Source: an optimization exercise on an open RTL-to-GDS flow (aim: small area, a short achievable clock period and few clock cycles per item). Production flows keep margins and buffers that such runs may drop.
Only simulation tests tie the RTL to the original design; equivalence was not proved.
No activity file was given, so power comes from the tool's default toggle rates.

== run A ==
## simple_modular_adder
module simple_modular_adder(a,b,clk,rst,out,done);
input [255:0] a,b;
input clk,rst;
output [255:0] out;
output done;
wire [254:6] hs;
wire [62:0] bg, bp, pg, pp;
wire [5:0] l0, l1;
wire c0, c1;
ma_low u_low(.a(a[4:0]), .b(b[4:0]), .x5(a[5] ^ b[5]), .l0(l0), .l1(l1), .c0(c0), .c1(c1));
ma_blk4 u_a0(.a(a[9:6]), .b(b[9:6]), .al(a[5]), .bl(b[5]), .hs(hs[9:6]), .bg(bg[0]), .bp(bp[0]));
ma_blk4 u_a1(.a(a[13:10]), .b(b[13:10]), .al(a[9]), .bl(b[9]), .hs(hs[13:10]), .bg(bg[1]), .bp(bp[1]));
ma_blk4 u_a2(.a(a[17:14]), .b(b[17:14]), .al(a[13]), .bl(b[13]), .hs(hs[17:14]), .bg(bg[2]), .bp(bp[2]));
ma_blk4 u_a3(.a(a[21:18]), .b(b[21:18]), .al(a[17]), .bl(b[17]), .hs(hs[21:18]), .bg(bg[3]), .bp(bp[3]));
ma_blk4 u_a4(.a(a[25:22]), .b(b[25:22]), .al(a[21]), .bl(b[21]), .hs(hs[25:22]), .bg(bg[4]), .bp(bp[4]));
ma_blk4 u_a5(.a(a[29:26]), .b(b[29:26]), .al(a[25]), .bl(b[25]), .hs(hs[29:26]), .bg(bg[5]), .bp(bp[5]));
ma_blk4 u_a6(.a(a[33:30]), .b(b[33:30]), .al(a[29]), .bl(b[29]), .hs(hs[33:30]), .bg(bg[6]), .bp(bp[6]));
ma_blk4 u_a7(.a(a[37:34]), .b(b[37:34]), .al(a[33]), .bl(b[33]), .hs(hs[37:34]), .bg(bg[7]), .bp(bp[7]));
ma_blk4 u_a8(.a(a[41:38]), .b(b[41:38]), .al(a[37]), .bl(b[37]), .hs(hs[41:38]), .bg(bg[8]), .bp(bp[8]));
ma_blk4 u_a9(.a(a[45:42]), .b(b[45:42]), .al(a[41]), .bl(b[41]), .hs(hs[45:42]), .bg(bg[9]), .bp(bp[9]));
ma_blk4 u_a10(.a(a[49:46]), .b(b[49:46]), .al(a[45]), .bl(b[45]), .hs(hs[49:46]), .bg(bg[10]), .bp(bp[10]));
ma_blk4 u_a11(.a(a[53:50]), .b(b[53:50]), .al(a[49]), .bl(b[49]), .hs(hs[53:50]), .bg(bg[11]), .bp(bp[11]));
ma_blk4 u_a12(.a(a[57:54]), .b(b[57:54]), .al(a[53]), .bl(b[53]), .hs(hs[57:54]), .bg(bg[12]), .bp(bp[12]));
ma_blk4 u_a13(.a(a[61:58]), .b(b[61:58]), .al(a[57]), .bl(b[57]), .hs(hs[61:58]), .bg(bg[13]), .bp(bp[13]));
ma_blk4 u_a14(.a(a[65:62]), .b(b[65:62]), .al(a[61]), .bl(b[61]), .hs(hs[65:62]), .bg(bg[14]), .bp(bp[14]));
  ...
Size: about 2000 cells after synthesis, roughly 650 flip-flops, roughly 770 I/O pins, roughly 26000 µm² of cells after synthesis.
clock: 5.0 ns
lec_check: 0
cap_margin: 20
core_margin: 2
core_utilization: 40
setup_slack_margin: 2.45
slew_margin: 20
synth_hierarchical: 1
standard.sh (not shown) runs the stock make flow with config.mk's settings and CLKGATE_MAP_FILE= SYNTH_SCRIPT=/design/flow/synth_recipe.tcl, a recipe that flattens the netlist after the stock synthesis.
==> flow/flow/run.sh <==
#!/bin/bash
# Layout flow: the standard ORFS flow (standard.sh, run on a config that includes
# the standard flow's config.mk) with two changes:
#  - the port buffers are the smallest plain buffer, sky130_fd_sc_hd__buf_1, instead of
#    the delay cell buffer_ports picks by default;
#  - (adder cells are mapped as in the standard flow)
#  - slow cells with long PMOS stacks (3- and 4-input OR/NOR and some complex gates) are
#    added to the don't-use list.
# Registers are untouched: they come from the standard synthesis.
set -euo pipefail
here=$(pwd)
cat > own.mk <<EOM
include $here/config.mk
export BUFFER_PORTS_ARGS = -buffer_cell sky130_fd_sc_hd__buf_1
export DONT_USE_CELLS = sky130_fd_sc_hd__nor3_1 sky130_fd_sc_hd__nor3_2 sky130_fd_sc_hd__nor3_4 sky130_fd_sc_hd__nor3b_1 sky130_fd_sc_hd__nor3b_2 sky130_fd_sc_hd__nor3b_4 sky130_fd_sc_hd__nor4_1 sky130_fd_sc_hd__nor4_2 sky130_fd_sc_hd__nor4_4 sky130_fd_sc_hd__nor4b_1 sky130_fd_sc_hd__nor4b_2 sky130_fd_sc_hd__nor4b_4 sky130_fd_sc_hd__nor4bb_1 sky130_fd_sc_hd__nor4bb_2 sky130_fd_sc_hd__nor4bb_4 sky130_fd_sc_hd__or3_1 sky130_fd_sc_hd__or3_2 sky130_fd_sc_hd__or3_4 sky130_fd_sc_hd__or3b_1 sky130_fd_sc_hd__or3b_2 sky130_fd_sc_hd__or3b_4 sky130_fd_sc_hd__or4_1 sky130_fd_sc_hd__or4_2 sky130_fd_sc_hd__or4_4 sky130_fd_sc_hd__or4b_1 sky130_fd_sc_hd__or4b_2 sky130_fd_sc_hd__or4b_4 sky130_fd_sc_hd__or4bb_1 sky130_fd_sc_hd__or4bb_2 sky130_fd_sc_hd__or4bb_4  sky130_fd_sc_hd__a2111o_1 sky130_fd_sc_hd__a2111o_2 sky130_fd_sc_hd__a2111o_4 sky130_fd_sc_hd__a2111oi_0 sky130_fd_sc_hd__a2111oi_1 sky130_fd_sc_hd__a2111oi_2 sky130_fd_sc_hd__a2111oi_4 sky130_fd_sc_hd__a222oi_1 sky130_fd_sc_hd__a2bb2o_1 sky130_fd_sc_hd__a2bb2o_2 sky130_fd_sc_hd__a2bb2o_4 sky130_fd_sc_hd__a2bb2oi_1 sky130_fd_sc_hd__a2bb2oi_2 sky130_fd_sc_hd__a2bb2oi_4 sky130_fd_sc_hd__a311o_1 sky130_fd_sc_hd__a311o_2 sky130_fd_sc_hd__a311o_4 sky130_fd_sc_hd__a311oi_1 sky130_fd_sc_hd__a311oi_2 sky130_fd_sc_hd__a311oi_4 sky130_fd_sc_hd__a32o_1 sky130_fd_sc_hd__a32o_2 sky130_fd_sc_hd__a32o_4 sky130_fd_sc_hd__a32oi_1 sky130_fd_sc_hd__a32oi_2 sky130_fd_sc_hd__a32oi_4 sky130_fd_sc_hd__a41o_1 sky130_fd_sc_hd__a41o_2 sky130_fd_sc_hd__a41o_4 sky130_fd_sc_hd__a41oi_1 sky130_fd_sc_hd__a41oi_2 sky130_fd_sc_hd__a41oi_4 sky130_fd_sc_hd__o2111a_1 sky130_fd_sc_hd__o2111a_2 sky130_fd_sc_hd__o2111a_4 sky130_fd_sc_hd__o2111ai_1 sky130_fd_sc_hd__o2111ai_2 sky130_fd_sc_hd__o2111ai_4 sky130_fd_sc_hd__o2bb2a_1 sky130_fd_sc_hd__o2bb2a_2 sky130_fd_sc_hd__o2bb2a_4 sky130_fd_sc_hd__o2bb2ai_1 sky130_fd_sc_hd__o2bb2ai_2 sky130_fd_sc_hd__o2bb2ai_4 sky130_fd_sc_hd__o311a_1 sky130_fd_sc_hd__o311a_2 sky130_fd_sc_hd__o311a_4 sky130_fd_sc_hd__o311ai_0 sky130_fd_sc_hd__o311ai_1 sky130_fd_sc_hd__o311ai_2 sky130_fd_sc_hd__o311ai_4 sky130_fd_sc_hd__o32a_1 sky130_fd_sc_hd__o32a_2 sky130_fd_sc_hd__o32a_4 sky130_fd_sc_hd__o32ai_1 sky130_fd_sc_hd__o32ai_2 sky130_fd_sc_hd__o32ai_4 sky130_fd_sc_hd__o41a_1 sky130_fd_sc_hd__o41a_2 sky130_fd_sc_hd__o41a_4 sky130_fd_sc_hd__o41ai_1 sky130_fd_sc_hd__o41ai_2 sky130_fd_sc_hd__o41ai_4 
EOM
sed "s#DESIGN_CONFIG=[^ ]*#DESIGN_CONFIG=$here/own.mk#" standard.sh > own.sh
bash own.sh > standard.log 2>&1
In summary, run A completed successfully, with a layout that passed the timing, design-rule and antenna checks.
Testbench counts of run A, summed over its fixed seeds: cycles 1,024, items 512.
diff inputs: run A => run B
diff --git a/flow/config.mk b/flow/config.mk
--- a/flow/config.mk
+++ b/flow/config.mk
@@ -10,0 +11,3 @@
+export CTS_CLUSTER_DIAMETER = 60
+export CTS_CLUSTER_SIZE = 25
+export GPL_TIMING_DRIVEN = 0
Results
On clock network power share: run B sits below run A.
From run A to run B the numbers moved as follows: share of the clock period used by the worst path now sits higher; power per unit of standard cell area down 8.6%; area after synthesis closely matched the old numbers; final cell count higher; final core utilization increased by 1.6 points relative to the old numbers.
A critical path startpoint of bp_r[43] is what run B shows, while bg_r[33] belongs to run A.
Length of routed met2 wiring in run B is 3.2% higher than in run A
The run showing the smaller wire length is run A.
Diff run A -> run B | worst-path maximum fanout | decrease of 3
The inputs of run C differ from those of run B as listed below.
diff --git a/flow/config.mk b/flow/config.mk
--- a/flow/config.mk
+++ b/flow/config.mk
@@ -10,5 +10,2 @@
-export CORE_UTILIZATION = 40
-export CTS_CLUSTER_DIAMETER = 60
-export CTS_CLUSTER_SIZE = 25
-export GPL_TIMING_DRIVEN = 0
-export SETUP_SLACK_MARGIN = 2.45
+export CORE_UTILIZATION = 65
+export SETUP_SLACK_MARGIN = 2.0
## What came out
Run C against run B: number of synthesized register bits closely matched the old numbers, fraction of synthesized area in multiplexers ~0 delta, post-synthesis simple-gate area fraction held, chip width lost 55 µm.
Comparing run B with run C, the synthesized cell count came out essentially unchanged.
Run C vs. run B: row count moved down; cell area after technology mapping held; xor-xnor portion of the synthesized cell area shows no meaningful change.
In the reports for run C and run B, the larger overall die height belongs to run B.
Diff run B -> run C: number of synthesized flops with an enable pin has remained practically unchanged, mean post-synth cell area now sits at about the same level.
Run status, run C: aborted in I/O pin placement, error PPL-0024
Per the final summary, run B finished and its layout is clean on timing, DRC and antenna.
For run D, these inputs were changed with respect to run C:
diff --git a/flow/config.mk b/flow/config.mk
--- a/flow/config.mk
+++ b/flow/config.mk
@@ -10,2 +10,4 @@
-export CORE_UTILIZATION = 65
-export SETUP_SLACK_MARGIN = 2.0
+export CORE_UTILIZATION = 40
+export CTS_CLUSTER_DIAMETER = 60
+export CTS_CLUSTER_SIZE = 25
+export SETUP_SLACK_MARGIN = 2.45
Findings:
- Run D did not stop at any stage, and its layout met the timing, design-rule and antenna checks.
- Per the comparison of run D with run C, post-synthesis sequential area ratio ~0 delta, post-synthesis adder-cell area fraction ~0 delta.
- On basic-gate share of the synthesized area counting and, or, nand and nor cells, run C tracks run D almost exactly.
- Reported for run C and run D, area fraction in compound gates after synthesis turned out identical to the last digit.
- Diff run C -> run D: starting density of the core shows a reduction of 25 points, count of standard-cell rows +20, share of async-settable or async-resettable flops after synthesis essentially unchanged, net count after synthesis roughly the same.
- Gate count of the mapped netlist: run C vs run D identical
- Re die outline height: run C and run D aren't equal, and the lower value belongs to run C.
- Horizontal extent of the die delta for run D relative to run C: 27% higher
Modified inputs, run E compared to run D
diff --git a/flow/config.mk b/flow/config.mk
--- a/flow/config.mk
+++ b/flow/config.mk
@@ -11,3 +11 @@
-export CTS_CLUSTER_DIAMETER = 60
-export CTS_CLUSTER_SIZE = 25
-export SETUP_SLACK_MARGIN = 2.45
+export SETUP_SLACK_MARGIN = 2.6
Run E closes out successfully: all stages finished, all timing, DRC and antenna checks passed.
Clock transition time at the flip-flop clock pins of the worst setup and hold paths: higher on run D
From run D to run E the numbers moved as follows: proportion of power drawn by flip-flops and latches went down 4.0 points; CTS buffer count went up 24; post-detailed-routing wire length went up 3.5%; met2 wirelength from detailed routing went up 5.4%.
Total power (higher): run E
Taking run D as the reference, in run E area overhead of the layout relative to synthesis went up by 10 points, sequential share of layout area went down by 3.0 points, share of final-layout standard cells stronger than drive strength 1 went up by 10 points.

==> static timing again, ports no longer ideal <==
The results above use ideal ports. As a check the final layouts listed here were re-extracted and re-timed, cells and wires unchanged.
Step 1: set_driving_cell puts a clkbuf_16 on clk and a buf_2 on each other input, an assumption about the parent block.
Step 2, shift: input delay + t, output delay - t, t = (earliest + latest rising clock arrival at the registers) / 2. This alone moves slack from input paths to output paths.
a / b / c = ideal ports / drivers / drivers and shift; a / b = the first two.
| run | t (ns) | setup WS [ns] | worst register clock-pin slew, ns | worst data-port slew with drivers (ns) |
|---|---|---|---|---|
| run A | 0.644 | 2.402 / 2.402 / 1.836 | 0.06 / 0.06 | 0.12 |
| run B | 0.644 | 2.340 / 2.340 / 1.786 | 0.09 / 0.09 | 0.11 |
| run D | 0.647 | 2.356 / 2.356 / 1.812 | 0.09 / 0.09 | 0.12 |
| run E | 0.641 | 2.375 / 2.375 / 1.841 | 0.06 / 0.06 | 0.12 |
After both steps setup and hold are still met in every run listed. The setup slack of run A, which loses most, moves by 0.000 ns with the drivers and by -0.566 ns with both steps.
